This is an optimization exercise on Yosys and OpenROAD, whose aim is small area, not a production implementation.
Function was checked by simulation only, so behaviour that the tests miss may differ from the original.

==> flow/design.v (outline; a module is shown in full before it is edited, if it fits) <==
// module div_unit: 88 lines
// module add_bk33: 214 lines
// module mul_unit: 27 lines
// module booth32t: 3325 lines
// module add_bk64: 427 lines
// module add_bk32: 207 lines
// module int_alu_top: 127 lines
module int_alu_top (
    input  logic        clk          ,
    input  logic        rst_n        ,
    input  logic        in_valid     ,
    input  logic [ 4:0] in_microop   ,
    input  logic [31:0] in_data1     ,
    input  logic [31:0] in_data2     ,
    input  logic [ 5:0] in_dest      ,
    input  logic [ 2:0] in_ticket    ,
    output logic        out_valid    ,
    output logic [ 5:0] out_dest     ,
    output logic [ 2:0] out_ticket   ,
    output logic [31:0] out_data     ,
    output logic        out_exception,
    output logic [ 3:0] out_cause    ,
    output logic        busy
);
  // ...
==> flow/flow/run.sh <==
#!/bin/bash
# The standard layout, except that the port buffers (which the standard
# flow inserts on every input and output) use the smallest buffer cell,
# sky130_fd_sc_hd__buf_1, instead of the one buffer_ports picks by default.
# Synthesis is the standard one, run unchanged. Each step's log is kept here;
# ORFS also keeps every tool's own log under orfs/logs/.
set -euo pipefail
bash standard.sh synth > synth.log 2>&1
bash standard.sh BUFFER_PORTS_ARGS="-buffer_cell sky130_fd_sc_hd__buf_1" CTS_ARGS="-sink_clustering_enable -repair_clock_nets -dont_use_dummy_load" finish > layout.log 2>&1
==> flow/standard.sh <==
#!/bin/bash
# synth_recipe.tcl (not shown) runs the flow's synth.tcl, then flattens the netlist and writes it again
# the make line also repeats each setting of config.mk as NAME=value (left out here)
make -C /OpenROAD-flow-scripts/flow DESIGN_CONFIG=/design/flow/config.mk WORK_HOME=/design/flow/orfs CLKGATE_MAP_FILE= SYNTH_SCRIPT=/design/flow/synth_recipe.tcl "${@:-finish}"
==> flow/config.mk <==
export PLATFORM = sky130hd
export DESIGN_NAME = int_alu_top
export DESIGN_NICKNAME = int_alu_top
export VERILOG_FILES = /design/flow/design.v
export SDC_FILE = /design/flow/constraint.sdc
export NUM_CORES = 4
export LEC_CHECK = 0
export ABC_AREA = 1
export CAP_MARGIN = 20
export CORE_MARGIN = 2
export CORE_UTILIZATION = 55
export CTS_BUF_LIST = sky130_fd_sc_hd__clkbuf_8
export SLEW_MARGIN = 20
==> flow/constraint.sdc <==
create_clock -name core_clock -period 10.0 [get_ports {clk}]
set_input_delay 2.0000 -clock core_clock [delete_from_list [all_inputs] [get_ports {clk}]]
set_output_delay 2.0000 -clock core_clock [all_outputs]
set_load 0.01 [all_outputs]
==> impl_metrics.json, run 1 <==
{
  "critPathSlowestCell": "nor2_4",
  "die-area_mm2": 0.0725,
  "cts_tree": "yes",
  "post-route-period-util_pct": 95.6,
  "setup_tns_ns": 0,
  "wl_per_cell_um": 30.3,
  "fmax_mhz": 105,
  "via_per_inst": 6.55,
  "cpPeakStageDelay_ns": 0.42,
  "taps": 940,
  "clk_share_pct": 1.03,
  "place.detailed.hpwl_mm": 128,
  "globalplace.congestion": 1.04,
  "finalCriticalPeriod_ns": 9.56,
  "drt_wl_total_mm": 168,
  "layout_common_cells": "xor2_1 (612), fa_1 (535), inv_1 (526)",
  "cp_num_buf_inv": 4,
  "ys_seq_area_share_pct": 11.4,
  "max_slew_margin_pct": 19.3,
  "critPathLaunch": "in_microop[1]",
  "outcome": "no timing/DRC/antenna violations",
  "crit_path_end_kind": "output port",
  "drv_cap": 0,
  "top_area_cell_class": "multi-input gates",
  "required_ns": 8.00,
  "path_clk_slew_ns": 0.08,
  "drt_iter0_markers": 4336,
  "crit_top_cell": "o21ai_0",
  "synthArstFlopShare_pct": 2.53,
  "route.met2.wl_mm": 68.6,
  "sh_seq_area_pct": 10.8
}
==> run 2: changes to the inputs <==
==> flow/flow/run.sh (replaced) <==
#!/bin/bash
# The standard layout (standard synthesis, run unchanged), except:
# - the port buffers, which the standard flow inserts on every input and
#   output, use the smallest buffer cell, sky130_fd_sc_hd__buf_1, instead of
#   the one buffer_ports picks by default;
# - clock tree synthesis uses clkbuf_8 buffers and no dummy load cells.
# Each step's log is kept here; ORFS also keeps every tool's own log under
# orfs/logs/.
set -euo pipefail
bash standard.sh synth > synth.log 2>&1
bash standard.sh \
  BUFFER_PORTS_ARGS="-buffer_cell sky130_fd_sc_hd__buf_1" \
  CTS_ARGS="-sink_clustering_enable -repair_clock_nets -dont_use_dummy_load -buf_list sky130_fd_sc_hd__clkbuf_8" \
  finish > layout.log 2>&1
--- a/flow/config.mk
+++ b/flow/config.mk
@@ -10,4 +10,4 @@
 export CORE_MARGIN = 2
 export CORE_UTILIZATION = 55
-export CTS_BUF_LIST = sky130_fd_sc_hd__clkbuf_8
+export PLACE_DENSITY = 0.75
 export SLEW_MARGIN = 20
==> impl_metrics.json, run 2 <==
{
  "cpPeakStageDelay_ns": 0.69,
  "initial_core_util_pct": 55.4,
  "postCtsHoldBufs": 0,
  "hold_class": "flip-flop to flip-flop",
  "outcome": "no timing/DRC/antenna violations",
  "synth_cells": 4647,
  "synthTopCellsByArea": "fa_1 (28%), xor2_1 (14%), ha_1 (9.1%), o22ai_1 (8.3%), dfxtp_1 (7.7%)",
  "synth_seq_cells": 198,
  "yosysWarnings": 2,
  "ys_seq_area_share_pct": 11.4,
  "finalCriticalPeriod_ns": 9.53,
  "synth_cell_types": 65,
  "crit_path_start_kind": "input pin",
  "cts_inserted_buffers": 17,
  "synthTopCellsByCount": "xor2_1 (612), inv_1 (536), fa_1 (535)",
  "cts_tree": "yes",
  "hold_violations": 0,
  "die-area_mm2": 0.0725,
  "yosysTopAreaCellShare_pct": 27.7,
  "placed_area_mm2": 0.0406,
  "dieWidth_um": 269,
  "critPathArrivalTime_ns": 9.78,
  "grt_pass1_vias": 36100,
  "cts-root-buf": "clkbuf_8",
  "synth_area_mm2": 0.0387,
  "rsz0062_at_grt": "no",
  "vias": 36800,
  "globalplace.congestion": 1.04,
  "fmax_mhz": 105,
  "synth_top_cell_by_area": "fa_1",
  "tightest_slew_ns": 1.21,
  "h-tree-depth": 4,
  "synth_edf_count": 44,
  "route.detailed.drc": 0,
  "wl_per_cell_um": 27.4,
  "final_area_mm2": 0.0409,
  "critical_path_class": "input pin to flip-flop",
  "drt_wl_total_mm": 152,
  "synthArstFlopShare_pct": 2.53,
  "post-route-period-util_pct": 95.3,
  "grt_overflow_total": 0,
  "synth-main-ff-cell": "dfxtp_1",
  "regArea_mm2": 0.00443,
  "antenna_found_initial": 11,
  "max_slew_margin_pct": 19.4,
  "synth_most_common_cell": "xor2_1",
  "firstDrtPassIters": 9,
  "cts_resized": 0,
  "drv_cap": 0,
  "grt_max_degree": 79,
  "path_clk_slew_ns": 0.10,
  "insertion_delay_ns": 0.55,
  "path_max_fanout": 14,
  "die_h_um": 269,
  "layout_commonest_cell": "xor2_1",
  "drt_iter0_markers": 5325,
  "post_cts_buffers": 0,
  "critPathSlowestCell": "fa_1",
  "track_usage_pct": 41.3,
  "utilization_pct": 58.5,
  "portBuffers": 124,
  "finalClockSkew_ns": 0.0374,
  "timing.final.max_slew_violations": 0,
  "row_count": 97,
  "place.detailed.hpwl_mm": 115,
  "path_delay_family": "adder cells",
  "crit_top_cell": "fa_1",
  "layout_common_cells": "xor2_1 (612), fa_1 (535), inv_1 (532)",
  "finalSetupViolCount": 0,
  "numClockSinks": 198,
  "crit_path_end_kind": "flip-flop",
  "syn_to_final_growth_pct": 5.55,
  "required_ns": 10.25,
  "setup_tns_ns": 0,
  "ios": 129,
  "drtAntennaViolNets": 0,
  "cp_num_buf_inv": 6,
  "drive_above_1_share_pct": 7.42,
  "core_mm2": 0.0699,
  "clockBufferDepth": 2,
  "via_per_inst": 6.62,
  "avgSynthCellArea_um2": 8.33,
  "multi_input_area_mm2": 0.0308,
  "grt_pass1_wl_mm": 226,
  "fill_cells": 6382,
  "layout.nets": 5512
}
run 2: layer usage:
metal | global-route usage [%] | share of wire (%)
met3 | 14.3 | 15
met2 | 61.0 | 42
met4 | 25.2 | 7.6
met1 | 52.1 | 35
met5 | 0 | 0.051
run 2: path summary, 6_finish.rpt:
check                        startpoint                 end  slack, ns  cells past startpoint
max                        in_data2[13]             ms1[24]       0.47                     28
min                              mt2[7]              mt3[7]       0.30                      0
max reg2reg                      ms1[2]  div_unit.rem_q[22]       1.88                     35
min reg2reg                      mt2[7]              mt3[7]       0.30                      0
max in group asynchronous         rst_n        div_unit.act       8.47                      1
min in group asynchronous         rst_n     div_unit.cnt[1]       1.29                      1
run 2: cells by family after synthesis:
family,Yosys count,share of synthesized area (%)
adder cells (fa/ha/maj),817,36.8
XOR/XNOR,641,14.5
buffers and inverters,958,9.39
AO/OA/AOI/OAI,1133,17.7
other,2,0.0194
flip-flops,198,11.4
AND/OR/NAND/NOR,884,9.80
multiplexers,14,0.394
run 2: area by class of cell:
type	instances	share of cell area [%]
antenna	3	0.0184
tap	940	2.88
clock buffer	17	0.572
timing repair buffer	333	5.17
multi-input combinational	3493	75.3
sequential	198	10.8
inverter	571	5.26
run 2: per-stage QoR:
stage | std cells | worst slack, ns | hold WS, ns
3_5_place_dp | 5535 | 0.281 | 0.312
6_report | 5555 | 0.475 | 0.305
2_1_floorplan | 4649 | 1.44 | 0.310
3_3_place_gp | 5535 | 0.331 | 0.310
5_1_grt | 5553 | 0.0495 | 0.303
4_1_cts | 5552 | 0.689 | 0.307
run 2: worst reg2reg max path, delay by kind of cell (launching register included):
kind            cells  cell delay [ns]
flops               1             0.53
fa+ha+maj           4             1.36
xor+xnor            1             0.12
buf+inv             6             1.43
compound gates     10             2.94
simple gates       14             1.62
==> run 3: changes to the inputs <==
--- a/flow/config.mk
+++ b/flow/config.mk
@@ -9,5 +9,5 @@
 export CAP_MARGIN = 20
 export CORE_MARGIN = 2
-export CORE_UTILIZATION = 55
-export PLACE_DENSITY = 0.75
+export CORE_UTILIZATION = 65
+export PLACE_DENSITY = 0.8
 export SLEW_MARGIN = 20
==> impl_metrics.json, run 3 <==
{
  "dieWidth_um": 248,
  "grt_pass1_vias": 37200,
  "yosysWarnings": 2,
  "finalClockSkew_ns": 0.0452,
  "h-tree-depth": 4,
  "place.detailed.hpwl_mm": 119,
  "max_slew_margin_pct": 23.6,
  "track_usage_pct": 51.1,
  "required_ns": 8.00,
  "tightest_slew_ns": 1.15,
  "crit_path_end_kind": "output port",
  "synthTopCellsByArea": "fa_1 (28%), xor2_1 (14%), ha_1 (9.1%), o22ai_1 (8.3%), dfxtp_1 (7.7%)",
  "synth_seq_cells": 198,
  "setup.worst_path.end": "out_data[30]",
  "postCtsHoldBufs": 0,
  "critPathSlowestCell": "xor2_1",
  "firstDrtPassIters": 9,
  "finalCriticalPeriod_ns": 9.75,
  "timing.rr.end": "div_unit.rem_q[22]",
  "cts-root-buf": "clkbuf_8",
  "setup_tns_ns": 0,
  "ys_seq_area_share_pct": 11.4,
  "critPathLaunch": "in_microop[3]",
  "fmax_mhz": 103,
  "avgSynthCellArea_um2": 8.33,
  "grt_max_degree": 67,
  "antenna_found_initial": 5,
  "syn_to_final_growth_pct": 5.35,
  "synth_cell_types": 65,
  "fill_cells": 4900,
  "vias": 37500,
  "synth_edf_count": 44,
  "portBuffers": 124,
  "cp_num_buf_inv": 4,
  "numClockSinks": 198,
  "synth_top_cell_by_area": "fa_1",
  "post-route-period-util_pct": 97.5,
  "globalplace.congestion": 1.07,
  "initial_core_util_pct": 65.7,
  "synthArstFlopShare_pct": 2.53,
  "placed_area_mm2": 0.0405,
  "rsz0062_at_grt": "no",
  "via_per_inst": 6.92,
  "row_count": 89,
  "die-area_mm2": 0.0615,
  "layout_common_cells": "xor2_1 (612), fa_1 (535), inv_1 (532)",
  "clockBufferDepth": 2,
  "drv_cap": 0,
  "drt_wl_total_mm": 157,
  "wl_per_cell_um": 29.0,
  "synth_most_common_cell": "xor2_1",
  "die_h_um": 248,
  "timing.final.max_slew_violations": 0,
  "synth_area_mm2": 0.0387,
  "rr_startpoint": "ms1[2]",
  "synth-main-ff-cell": "dfxtp_1",
  "outcome": "no timing/DRC/antenna violations",
  "r2r_setup_slack_ns": 1.75,
  "drtAntennaViolNets": 0,
  "ios": 129,
  "critical_path_class": "input pin to output port",
  "hold_violations": 0,
  "cts_tree": "yes",
  "route.detailed.drc": 0,
  "post_cts_buffers": 0,
  "finalSetupViolCount": 0,
  "path_clk_slew_ns": 0.10,
  "crit_top_cell": "nand2_1",
  "drive_above_1_share_pct": 7.71,
  "yosysTopAreaCellShare_pct": 27.7,
  "drt_iter0_markers": 5504,
  "synth_cells": 4647,
  "r2r_cells": 35,
  "crit_path_start_kind": "input pin",
  "final_area_mm2": 0.0408,
  "critPathArrivalTime_ns": 7.75,
  "insertion_delay_ns": 0.54,
  "path_delay_family": "compound AO/OA/AOI/OAI gates",
  "synthTopCellsByCount": "xor2_1 (612), inv_1 (536), fa_1 (535)",
  "grt_pass1_wl_mm": 230,
  "crit_cells": 30,
  "layout.nets": 5531,
  "cts_inserted_buffers": 17,
  "layout_commonest_cell": "xor2_1",
  "grt_overflow_total": 0,
  "path_max_fanout": 21,
  "core_mm2": 0.0589,
  "hold_class": "flip-flop to flip-flop",
  "cpPeakStageDelay_ns": 0.47
}
[run 3: how the worst min path moves through the flow]
stage,startpoint,end,slack (ns),cells past startpoint
2_1_floorplan,ms2[0],ms3[0],0.31,0
4_1_cts,ms2[12],ms3[12],0.30,0
5_1_grt,ms2[12],ms3[12],0.31,0
3_3_place_gp,mt2[0],mt3[0],0.31,0
3_5_place_dp,ms2[21],ms3[21],0.31,0
6_report,ms2[12],ms3[12],0.30,0
[run 3: kinds of logic (layout without fill, tap and decap cells)]
kind of cell,Yosys count,count (layout),share of synthesized area [%]
adder cells (fa/ha/maj),817,817,36.8
flip-flops,198,198,11.4
AND/OR/NAND/NOR,884,884,9.80
other,2,10,0.0194
buffers and inverters,958,940,9.39
XOR/XNOR,641,641,14.5
multiplexers,14,14,0.394
AO/OA/AOI/OAI,1133,1133,17.7
[run 3: worst reg2reg max path, delay by kind of cell (launching register included)]
kind	cells	cell delay, ns
xor+xnor	1	0.11
buf+inv	6	1.58
fa+ha+maj	4	1.34
flops	1	0.53
compound gates	10	2.95
simple gates	14	1.67
[run 3: final cells by class]
cell class	count	area, um2	area share, %
Antenna cell	6	15.0	0.0368
Clock buffer	17	234	0.573
Inverter	571	2150	5.27
Multi-Input combinational cell	3493	30800	75.4
Sequential cell	198	4430	10.9
Tap cell	773	967	2.37
Timing Repair Buffer	352	2250	5.52
[run 3: what timing repair did]
| action | 4_1_cts | 5_1_grt |
|---|---|---|
| endpoints found under the hold margin | 0 | 0 |
| endpoints found under the setup margin | 0 | 1 |
| resized for setup | 0 | 3 |
[run 3: metrics by stage]
stage          setup slack (ns)  hold WS, ns  utilization (%)  instances
3_5_place_dp              0.366        0.312             68.8       5387
5_1_grt                  0.0102        0.309             69.2       5405
4_1_cts                   0.332        0.305             69.2       5404
3_3_place_gp              0.354        0.310             68.8       5387
2_1_floorplan              1.44        0.310                -       4649
6_report                  0.248        0.304             69.3       5410
[run 3: per-layer routing]
layer	global-route usage [%]	wire (um)
met4	37.0	14600
met5	0	7
met2	75.1	65000
met1	62.4	53200
met3	17.5	23800
==> module div_unit, before the edit <==
module div_unit (
    input  logic        clk   ,
    input  logic        rst_n ,
    input  logic        start ,
    input  logic [ 4:0] op    ,
    input  logic [31:0] a     ,
    input  logic [31:0] b     ,
    input  logic [31:0] dx_q  ,    
    output logic        act   ,
    output logic [31:0] dx_new,    
    output logic        done  ,
    output logic        busy  ,
    input  logic [31:0] amag  ,    
    output logic        an    ,    
    output logic [31:0] rsel  ,    
    output logic        neg_q      
);
    logic [ 3:0] cnt;
    logic [31:0] rem_q, quo_q;
    logic        cin_q, sel_rem;
    assign done   = act & (cnt == 4'd0);
    assign dx_new = bn ? b : ~b;
    assign busy = act & (cnt != 4'd0);
    logic        sgn, bn;
    assign sgn     = ~op[0];
    assign an      = sgn & a[31];
    assign bn      = sgn & b[31];
    assign rsel    = sel_rem ? rem_q : quo_q;
    logic       dsmall;
    logic [1:0] dlow, r1, r2;
    logic       q1, q0;
    assign dsmall = bn ? ((&b[31:2]) & (b[1:0] != 2'd0)) : (b[31:2] == 30'd0);
    assign dlow  = bn ? (2'd0 - b[1:0]) : b[1:0];
    always_comb begin
        q1 = amag[31] & dsmall & (dlow == 2'd1);
        r1 = {1'b0, amag[31] & ~q1};
        r2 = {r1[0], amag[30]};
        q0 = dsmall & (dlow <= r2);
        if (q0) r2 = r2 - dlow;
    end
    logic [32:0] d1, d2;
    logic        c1, c2;
    add_bk33 step1 (
        .a    ({rem_q, quo_q[31]}),
        .b    ({1'b1, dx_q}),
        .cin  (cin_q),
        .s    (d1   ),
        .cout (c1   )
    );
    add_bk33 step2 (
        .a    ({r1s, q1s[31]}),
        .b    ({1'b1, dx_q}),
        .cin  (cin_q),
        .s    (d2   ),
        .cout (c2   )
    );
    logic [31:0] r1s, q1s, r2s, q2s;
    always_comb begin
        r1s = d1[32] ? {rem_q[30:0], quo_q[31]} : d1[31:0];
        q1s = {quo_q[30:0], ~d1[32]};
        r2s = d2[32] ? {r1s[30:0], q1s[31]} : d2[31:0];
        q2s = {q1s[30:0], ~d2[32]};
    end
    always_ff @(posedge clk or negedge rst_n) begin
        if (!rst_n) begin
            act <= 1'b0;
            cnt <= 4'd0;
        end else if (start) begin
            act <= 1'b1;
            cnt <= 4'd15;
        end else if (act) begin
            act <= (cnt != 4'd0);
            cnt <= cnt - 4'd1;
        end
    end
    always_ff @(posedge clk) begin
        if (act) begin
            rem_q   <= r2s;
            quo_q   <= q2s;
        end else begin
            rem_q   <= {30'd0, r2};
            quo_q   <= {amag[29:0], q1, q0};
            cin_q   <= ~bn;
            sel_rem <= op[3];
            neg_q   <= op[3] ? an : (an ^ bn);
        end
    end
endmodule
==> module int_alu_top, before the edit <==
module int_alu_top (
    input  logic        clk          ,
    input  logic        rst_n        ,
    input  logic        in_valid     ,
    input  logic [ 4:0] in_microop   ,
    input  logic [31:0] in_data1     ,
    input  logic [31:0] in_data2     ,
    input  logic [ 5:0] in_dest      ,
    input  logic [ 2:0] in_ticket    ,
    output logic        out_valid    ,
    output logic [ 5:0] out_dest     ,
    output logic [ 2:0] out_ticket   ,
    output logic [31:0] out_data     ,
    output logic        out_exception,
    output logic [ 3:0] out_cause    ,
    output logic        busy
);
    logic [4:0] op;
    assign op = in_microop;
    logic is_mul, is_div, d2zero, ovf, div_triv, div_start, mul_start;
    assign is_mul    = (op == 5'd2) | (op == 5'd3) | (op == 5'd4) | (op == 5'd5);
    assign is_div    = (op == 5'd6) | (op == 5'd7) | (op == 5'd8) | (op == 5'd9);
    assign d2zero    = (in_data2 == 32'd0);
    assign ovf       = (in_data1 == 32'h8000_0000) & (in_data2 == 32'hffff_ffff) & ~op[0];
    assign div_triv  = d2zero | ovf;
    assign div_start = in_valid & is_div & ~div_triv;
    assign mul_start = in_valid & is_mul;
    logic [31:0] comb, addsub, add_a, add_b, d_rsel;
    logic        asco, add_inv, d_an, d_neg;
    always_comb begin
        if (d_done) begin
            add_a   = 32'd0;
            add_b   = d_rsel;
            add_inv = d_neg;
        end else if (is_div) begin
            add_a   = 32'd0;
            add_b   = in_data1;
            add_inv = d_an;
        end else begin
            add_a   = in_data1;
            add_b   = in_data2;
            add_inv = op[0];
        end
    end
    add_bk32 alu_add (
        .a    (add_a   ),
        .b    (add_b ^ {32{add_inv}}),
        .cin  (add_inv ),
        .s    (addsub  ),
        .cout (asco    )
    );
    always_comb begin
        case (op)
            5'd0:    comb = addsub;
            5'd1:    comb = addsub;
            5'd6:    comb = d2zero ? 32'hffff_ffff : 32'h8000_0000;
            5'd7:    comb = 32'hffff_ffff;
            5'd8:    comb = d2zero ? in_data1 : 32'd0;
            5'd9:    comb = in_data1;
            5'd10:   comb = in_data1 & in_data2;
            5'd11:   comb = in_data1 | in_data2;
            5'd12:   comb = in_data1 ^ in_data2;
            default: comb = 32'd0;
        endcase
    end
    logic        d_act;
    logic [31:0] dx_new;
    logic [31:0] mres;
    mul_unit mul_unit (
        .op  (op      ),
        .a   (in_data1),
        .b   (in_data2),
        .res (mres    )
    );
    logic        mv1, mv2, mv3;
    logic [31:0] ms1, ms2, ms3;
    logic [ 8:0] mt1, mt2, mt3;
    always_ff @(posedge clk) begin
        mv1 <= mul_start;
        mv2 <= mv1;
        mv3 <= mv2;
        if (!d_act) begin
            ms1 <= is_mul ? mres : dx_new;
            mt1 <= {in_dest, in_ticket};
        end
        ms2 <= ms1;
        ms3 <= ms2;
        mt2 <= mt1;
        mt3 <= mt2;
    end
    logic        d_done, d_busy;
    div_unit div_unit (
        .clk    (clk      ),
        .rst_n  (rst_n    ),
        .start  (div_start),
        .op     (op       ),
        .a      (in_data1 ),
        .b      (in_data2 ),
        .dx_q   (ms1      ),
        .act    (d_act    ),
        .dx_new (dx_new   ),
        .done   (d_done   ),
        .busy   (d_busy   ),
        .amag   (addsub   ),
        .an     (d_an     ),
        .rsel   (d_rsel   ),
        .neg_q  (d_neg    )
    );
    assign busy      = mv2 | div_start | d_busy;
    assign out_valid = (in_valid & ~is_mul & ~(is_div & ~div_triv)) | mv3 | d_done;
    assign out_cause = 4'd2;
    always_comb begin
        if (mv3) begin
            {out_dest, out_ticket} = mt3;
            out_data               = ms3;
            out_exception          = 1'b0;
        end else if (d_done) begin
            {out_dest, out_ticket} = mt1;
            out_data               = addsub;
            out_exception          = 1'b0;
        end else begin
            {out_dest, out_ticket} = {in_dest, in_ticket};
            out_data               = comb;
            out_exception          = (op > 5'd12);
        end
    end
endmodule
==> run 4: changes to the inputs <==
--- a/flow/design.v
+++ b/flow/design.v
@@ -120,4 +120,6 @@
     input  logic [31:0] b     ,
     input  logic [31:0] dx_q  ,    
+    input  logic [27:0] rhi_q ,    
+    output logic [27:0] rhi_d ,    
     output logic        act   ,
     output logic [31:0] dx_new,    
@@ -131,4 +133,7 @@
     logic [ 3:0] cnt;
     logic [31:0] rem_q, quo_q;
+    logic [ 3:0] rlo_q;
+    assign rem_q = {rhi_q & {28{cnt != 4'd15}}, rlo_q};
+    assign rhi_d = r2s[31:4];
     logic        cin_q, sel_rem;
     assign done   = act & (cnt == 4'd0);
@@ -189,8 +194,8 @@
     always_ff @(posedge clk) begin
         if (act) begin
-            rem_q   <= r2s;
+            rlo_q   <= r2s[3:0];
             quo_q   <= q2s;
         end else begin
-            rem_q   <= {30'd0, r2};
+            rlo_q   <= {2'd0, r2};
             quo_q   <= {amag[29:0], q1, q0};
             cin_q   <= ~bn;
@@ -4466,4 +4471,5 @@
     end
     logic        d_act;
+    logic [27:0] d_rhi;
     logic [31:0] dx_new;
     logic [31:0] mres;
@@ -4485,5 +4491,5 @@
             mt1 <= {in_dest, in_ticket};
         end
-        ms2 <= ms1;
+        ms2 <= d_act ? {4'd0, d_rhi} : ms1;
         ms3 <= ms2;
         mt2 <= mt1;
@@ -4499,4 +4505,6 @@
         .b      (in_data2 ),
         .dx_q   (ms1      ),
+        .rhi_q  (ms2[27:0]),
+        .rhi_d  (d_rhi    ),
         .act    (d_act    ),
         .dx_new (dx_new   ),
==> flow/flow/run.sh (replaced) <==
#!/bin/bash
# The standard layout (standard synthesis, run unchanged), except:
# - the port buffers, which the standard flow inserts on every input and
#   output, use the smallest buffer cell, sky130_fd_sc_hd__buf_1, instead of
#   the one buffer_ports picks by default;
# - clock tree synthesis adds no dummy load cells.
# Each step's log is kept here; ORFS also keeps every tool's own log under
# orfs/logs/.
set -euo pipefail
bash standard.sh synth > synth.log 2>&1
bash standard.sh \
  BUFFER_PORTS_ARGS="-buffer_cell sky130_fd_sc_hd__buf_1" \
  CTS_ARGS="-sink_clustering_enable -repair_clock_nets -dont_use_dummy_load" \
  finish > layout.log 2>&1
==> impl_metrics.json, run 4 <==
{
  "setup_tns_ns": 0,
  "outcome": "no timing/DRC/antenna violations",
  "track_usage_pct": 53.8,
  "insertion_delay_ns": 0.47,
  "synth_most_common_cell": "xor2_1",
  "drive_above_1_share_pct": 7.39,
  "synth_cell_types": 60,
  "critical_path_class": "input pin to output port",
  "tightest_slew_ns": 1.20,
  "post-route-period-util_pct": 96.6,
  "synth_edf_count": 44,
  "synth_seq_cells": 170,
  "grt_pass1_vias": 37100,
  "rr_startpoint": "div_unit.cnt[0]",
  "globalplace.congestion": 1.06,
  "wl_per_cell_um": 30.0,
  "drtAntennaViolNets": 0,
  "route.detailed.drc": 0,
  "final_cells": 5474,
  "cts_tree": "yes",
  "hold_class": "flip-flop to flip-flop",
  "path_max_fanout": 12,
  "yosysTopAreaCellShare_pct": 27.9,
  "synth-main-ff-cell": "dfxtp_1",
  "cts-root-buf": "clkbuf_16",
  "synth_cells": 4688,
  "max_slew_margin_pct": 20.0,
  "required_ns": 8.00,
  "syn_to_final_growth_pct": 6.43,
  "synthTopCellsByCount": "xor2_1 (620), nand2_1 (559), fa_1 (535)",
  "fin_ws_ns": 0.345,
  "hold_violations": 0,
  "layout.nets": 5597,
  "grt_max_degree": 67,
  "h-tree-depth": 4,
  "drv_cap": 0,
  "firstDrtPassIters": 9,
  "vias": 38200,
  "crit_path_start_kind": "input pin",
  "path_clk_slew_ns": 0.08,
  "die-area_mm2": 0.0610,
  "ys_seq_area_share_pct": 10.1,
  "grt_overflow_total": 0,
  "die_h_um": 247,
  "yosysWarnings": 2,
  "timing.final.max_slew_violations": 0,
  "rsz0062_at_grt": "no",
  "pre_cts_slack_ns": 0.322,
  "dieWidth_um": 247,
  "drt_wl_total_mm": 164,
  "crit_path_end_kind": "output port",
  "place.detailed.hpwl_mm": 123,
  "clockBufferDepth": 2,
  "grt_pass1_wl_mm": 239,
  "antenna_found_initial": 6,
  "core_mm2": 0.0587,
  "min_from": "mt2[4]",
  "fmax_mhz": 104,
  "cts_inserted_buffers": 17,
  "layout_common_cells": "xor2_1 (620), nand2_1 (557), fa_1 (535)",
  "ios": 129,
  "synth_area_mm2": 0.0384,
  "initial_core_util_pct": 65.4,
  "via_per_inst": 6.97,
  "portBuffers": 124,
  "critPathLaunch": "in_microop[0]",
  "numClockSinks": 170,
  "synthTopCellsByArea": "fa_1 (28%), xor2_1 (14%), ha_1 (9.2%), o22ai_1 (8.6%), dfxtp_1 (6.3%)",
  "fill_cells": 4713,
  "finalSetupViolCount": 0,
  "synthArstFlopShare_pct": 2.94,
  "avgSynthCellArea_um2": 8.18,
  "layout_commonest_cell": "xor2_1",
  "finalCriticalPeriod_ns": 9.66,
  "whs_ns": 0.304,
  "finalClockSkew_ns": 0.0423,
  "dp_cells": 5452,
  "row_count": 89,
  "post_cts_buffers": 0,
  "drt_iter0_markers": 5182,
  "critPathArrivalTime_ns": 7.66,
  "synth_top_cell_by_area": "fa_1"
}
[run 4: changes by cell type after synthesis, sizes merged, moves of 20 or more]
cell,previous run,this run
a22oi,7,27
nand2,477,571
dfxtp,149,121
o21ai,254,194
o211ai,12,52
clkinv,8,30
[run 4: cells by family (layout without fill, tap and decap cells)]
group / count (synthesis) / after routing / synth area share, %
and+or+nand+nor: 973 / 973 / 10.6
buffers and inverters: 959 / 965 / 9.48
muxes: 4 / 4 / 0.104
DFF: 170 / 170 / 10.1
AOI/OAI and AO/OA: 1112 / 1112 / 17.8
adders and majority gates: 818 / 818 / 37.2
other: 2 / 9 / 0.0196
xor gates and xnor gates: 650 / 650 / 14.8
[run 4: final cells by class]
| type | instances | area [um2] | share of cell area, % |
|---|---|---|---|
| inverters | 579 | 2180 | 5.34 |
| diodes | 5 | 12.5 | 0.0307 |
| clock buffers | 17 | 425 | 1.04 |
| repair buffers | 369 | 2420 | 5.94 |
| multi-input cells | 3561 | 30900 | 75.8 |
| well taps | 773 | 967 | 2.37 |
| flip-flops and latches | 170 | 3870 | 9.49 |
[run 4: stage by stage]
stage                     area (um2)  util, %
after global routing           40800     69.5
after detailed placement       40400     68.8
after floorplan                38400        -
after global placement         40400     68.8
final                          40800     69.6
after CTS                      40800     69.5
[run 4: timing repair]
| item | 4_1_cts | 5_1_grt |
|---|---|---|
| resized for setup | 0 | 5 |
| hold buffers | 0 | 0 |
| setup endpoints to repair | 0 | 26 |
[run 4: routing by layer]
metal	GRT usage [%]	vias up	share of wire [%]
met4	36.1	4	8.6
met1	67.6	18000	34
li1	-	15600	-
met5	0	-	0.014
met2	75.7	3520	40
met3	22.0	978	17
[run 4: worst paths after layout]
| kind | cells past startpoint | endpoint | slack, ns |
|---|---|---|---|
| worst min register to register | 0 | mt3[4] | 0.30 |
| worst min-delay path | 0 | mt3[4] | 0.30 |
| max in group asynchronous | 1 | div_unit.act | 8.38 |
| worst max-delay path | 27 | out_data[22] | 0.34 |
| min in group asynchronous | 1 | div_unit.cnt[2] | 1.38 |
| worst max register to register | 45 | ms2[13] | 0.83 |
[run 4: critical path, cell delays in order]
cell,delay [ns]
clkbuf_2,0.21
inv_2,0.17
nor2_1,0.05
nand3_1,0.22
nand3_2,0.20
inv_1,0.54
a21oi_1,0.13
a22oi_1,0.19
xor2_1,0.18
ha_1,0.30
a21oi_1,0.25
nor2_1,0.07
a211oi_1,0.39
o221a_2,0.32
nand2_4,0.10
nand2_1,0.07
nand3_1,0.15
a31o_2,0.26
fa_1,0.37
xor2_1,0.46
inv_1,0.12
o22ai_1,0.17
a221oi_1,0.07
o211ai_1,0.14
nand2_1,0.14
a21oi_1,0.18
buf_1,0.17
==> run 5: changes to the inputs <==
--- a/flow/config.mk
+++ b/flow/config.mk
@@ -9,5 +9,5 @@
 export CAP_MARGIN = 20
 export CORE_MARGIN = 2
-export CORE_UTILIZATION = 65
-export PLACE_DENSITY = 0.8
+export CORE_UTILIZATION = 55
+export PLACE_DENSITY = 0.75
 export SLEW_MARGIN = 20
==> impl_metrics.json, run 5 <==
{
  "synth-compound-area-share_pct": 17.8,
  "wl_per_cell_um": 28.8,
  "cts-root-buf": "clkbuf_16",
  "globalplace.congestion": 1.13,
  "r2r_setup_slack_ns": 0.47,
  "cts_inserted_buffers": 17,
  "setup_tns_ns": 0,
  "grt_pass1_wl_mm": 237,
  "synth_top_cell_by_area": "fa_1",
  "track_usage_pct": 45.1,
  "path_max_fanout": 11,
  "synthArstFlopShare_pct": 2.94,
  "avgSynthCellArea_um2": 8.18,
  "grt_pass1_vias": 36700,
  "dp_cells": 5625,
  "drt_iter0_markers": 5692,
  "antenna_found_initial": 10,
  "synthSimpleGateAreaFrac_pct": 10.6,
  "ios": 129,
  "hold_class": "flip-flop to flip-flop",
  "critical_path_class": "input pin to output port",
  "route.detailed.drc": 0,
  "layout_commonest_cell": "xor2_1",
  "fmax_mhz": 103,
  "drive_above_1_share_pct": 7.66,
  "synth_seq_cells": 170,
  "max_slew_margin_pct": 25.5,
  "layout_common_cells": "xor2_1 (620), nand2_1 (557), fa_1 (535)",
  "timing.final.max_slew_violations": 0,
  "tightest_slew_ns": 1.11,
  "ys_seq_area_share_pct": 10.1,
  "rsz0062_at_grt": "no",
  "critPathArrivalTime_ns": 7.68,
  "pre_cts_slack_ns": 0.325,
  "synth_cells": 4688,
  "synth_top_family_by_area": "adder cells",
  "crit_path_end_kind": "output port",
  "synth-xor-area-share_pct": 14.8,
  "numClockSinks": 170,
  "yosysTopAreaCellShare_pct": 27.9,
  "finalClockSkew_ns": 0.0376,
  "synth_fa_ha_area_share_pct": 37.2,
  "yosysWarnings": 2,
  "synthTopCellsByArea": "fa_1 (28%), xor2_1 (14%), ha_1 (9.2%), o22ai_1 (8.6%), dfxtp_1 (6.3%)",
  "drt_wl_total_mm": 163,
  "drtAntennaViolNets": 0,
  "die_h_um": 268,
  "finalCriticalPeriod_ns": 9.68,
  "firstDrtPassIters": 14,
  "hold_violations": 0,
  "final_area_mm2": 0.0412,
  "fin_ws_ns": 0.322,
  "synth_edf_count": 44,
  "synthMuxAreaShare_pct": 0.104,
  "via_per_inst": 6.65,
  "die-area_mm2": 0.0719,
  "syn_to_final_growth_pct": 7.42,
  "final_cells": 5652,
  "synth_area_mm2": 0.0384,
  "dieWidth_um": 268,
  "drv_cap": 0,
  "portBuffers": 124,
  "initial_core_util_pct": 55.7,
  "path_clk_slew_ns": 0.06,
  "placed_area_mm2": 0.0407,
  "synth_cell_types": 60,
  "core_mm2": 0.0688,
  "cts_tree": "yes",
  "required_ns": 8.00,
  "outcome": "no timing/DRC/antenna violations",
  "synth-main-ff-cell": "dfxtp_1",
  "place.detailed.hpwl_mm": 123,
  "h-tree-depth": 4,
  "layout.nets": 5612,
  "grt_max_degree": 99,
  "synthTopCellsByCount": "xor2_1 (620), nand2_1 (559), fa_1 (535)",
  "synth_most_common_cell": "xor2_1",
  "grt_overflow_total": 0,
  "insertion_delay_ns": 0.47,
  "row_count": 96,
  "post-route-period-util_pct": 96.8,
  "finalSetupViolCount": 0,
  "crit_path_start_kind": "input pin",
  "clockBufferDepth": 2,
  "vias": 37600
}
## run 5: cell counts after synthesis
No cell type changed its count.
## run 5: worst paths after layout
| kind | startpoint | end | depth (start not counted) |
|---|---|---|---|
| worst max-delay path | in_microop[0] | out_data[30] | 26 |
| min in group asynchronous | rst_n | div_unit.cnt[0] | 1 |
| max in group asynchronous | rst_n | div_unit.act | 1 |
| worst min register to register | mv1 | mv2 | 0 |
| worst max register to register | div_unit.cnt[0] | ms2[0] | 45 |
| worst min-delay path | mv1 | mv2 | 0 |
## run 5: metal layers
layer  global-route usage (%)  up-vias  wire length [um]  part of all wire, %
li1                         -    15700                 -                    -
met1                     56.2    17900             57300                   35
met2                     64.3     3233             66200                   41
met3                     17.6      795             25900                   16
met4                     30.4       11             13500                  8.3
met5                    0.203        -                88                0.054
## run 5: area by class of cell
| cell class | instances | area, um2 |
|---|---|---|
| clock buffers | 17 | 425 |
| multi-input cells | 3561 | 30900 |
| fillers | 6308 | 27600 |
| inverters | 579 | 2180 |
| repair buffers | 384 | 2590 |
| diodes | 10 | 25.0 |
| well taps | 931 | 1160 |
| flip-flops and latches | 170 | 3870 |
## run 5: critical path, stage by stage
cell	delay (ns)
buf_1	0.23
inv_2	0.18
nor2_1	0.05
nand3_1	0.29
nand3_2	0.32
inv_1	0.54
a21oi_1	0.13
a22oi_1	0.23
xor2_1	0.18
ha_1	0.29
a21oi_1	0.23
nor2_1	0.06
a211oi_1	0.43
o221a_2	0.31
nand2_4	0.09
nand3_1	0.08
nand2_1	0.11
nand2_1	0.08
nand3_1	0.12
a31oi_1	0.25
fa_1	0.24
xor2_1	0.24
o22ai_1	0.12
o41ai_1	0.51
a21oi_1	0.16
buf_1	0.18
## run 5: per-stage QoR
stage	hold slack, ns	utilization (%)
after detailed placement	0.312	59.2
after global routing	0.336	59.8
after global placement	0.311	59.2
after floorplan	0.310	-
final	0.329	59.9
after CTS	0.331	59.8
## run 5: logic make-up (layout without fill, tap and decap cells)
group                      Yosys count  in the layout
buffers and inverters              959            980
AOI/OAI and AO/OA                 1112           1112
DFF                                170            170
and+or+nand+nor                    973            973
other                                2             14
muxes                                4              4
xor gates and xnor gates           650            650
adders and majority gates          818            818
## run 5: timing repair
item,4_1_cts,5_1_grt
setup endpoints to repair,0,25
setup buffers,0,0
hold buffers,0,0
hold endpoints to repair,0,0
resized for setup,0,4

==> static timing again, ports no longer ideal <==
The flow's constraints put no driver on any port. The routed layouts listed below were extracted and timed again, unchanged, in two steps.
Step 1 assumes that a clkbuf_16 drives the clock port and a buf_2 every other input.
Step 2 also shifts input and output timing later by t, the mid clock arrival at the registers, as if the neighbouring blocks saw the same clock.
a / b / c = ideal / step 1 / step 2; a / b = the first two.
run | shift t [ns] | setup slack, ns | worst register clock-pin slew, ns | worst data-port slew with drivers (ns)
run 1 | 0.501 | 0.439 / 0.400 / 0.222 | 0.08 / 0.08 | 0.13
run 2 | 0.584 | 0.475 / 0.457 / -0.087 | 0.11 / 0.11 | 0.13
run 3 | 0.577 | 0.248 / 0.224 / -0.053 | 0.12 / 0.12 | 0.10
run 4 | 0.502 | 0.345 / 0.306 / -0.170 | 0.09 / 0.09 | 0.15
run 5 | 0.503 | 0.322 / 0.294 / -0.154 | 0.09 / 0.09 | 0.12
Met with ideal ports but missed after step 2: setup timing in run 2, run 3, run 4 and run 5. The setup slack of run 2, which loses most, moves by -0.018 ns with the drivers and by -0.562 ns with both steps.
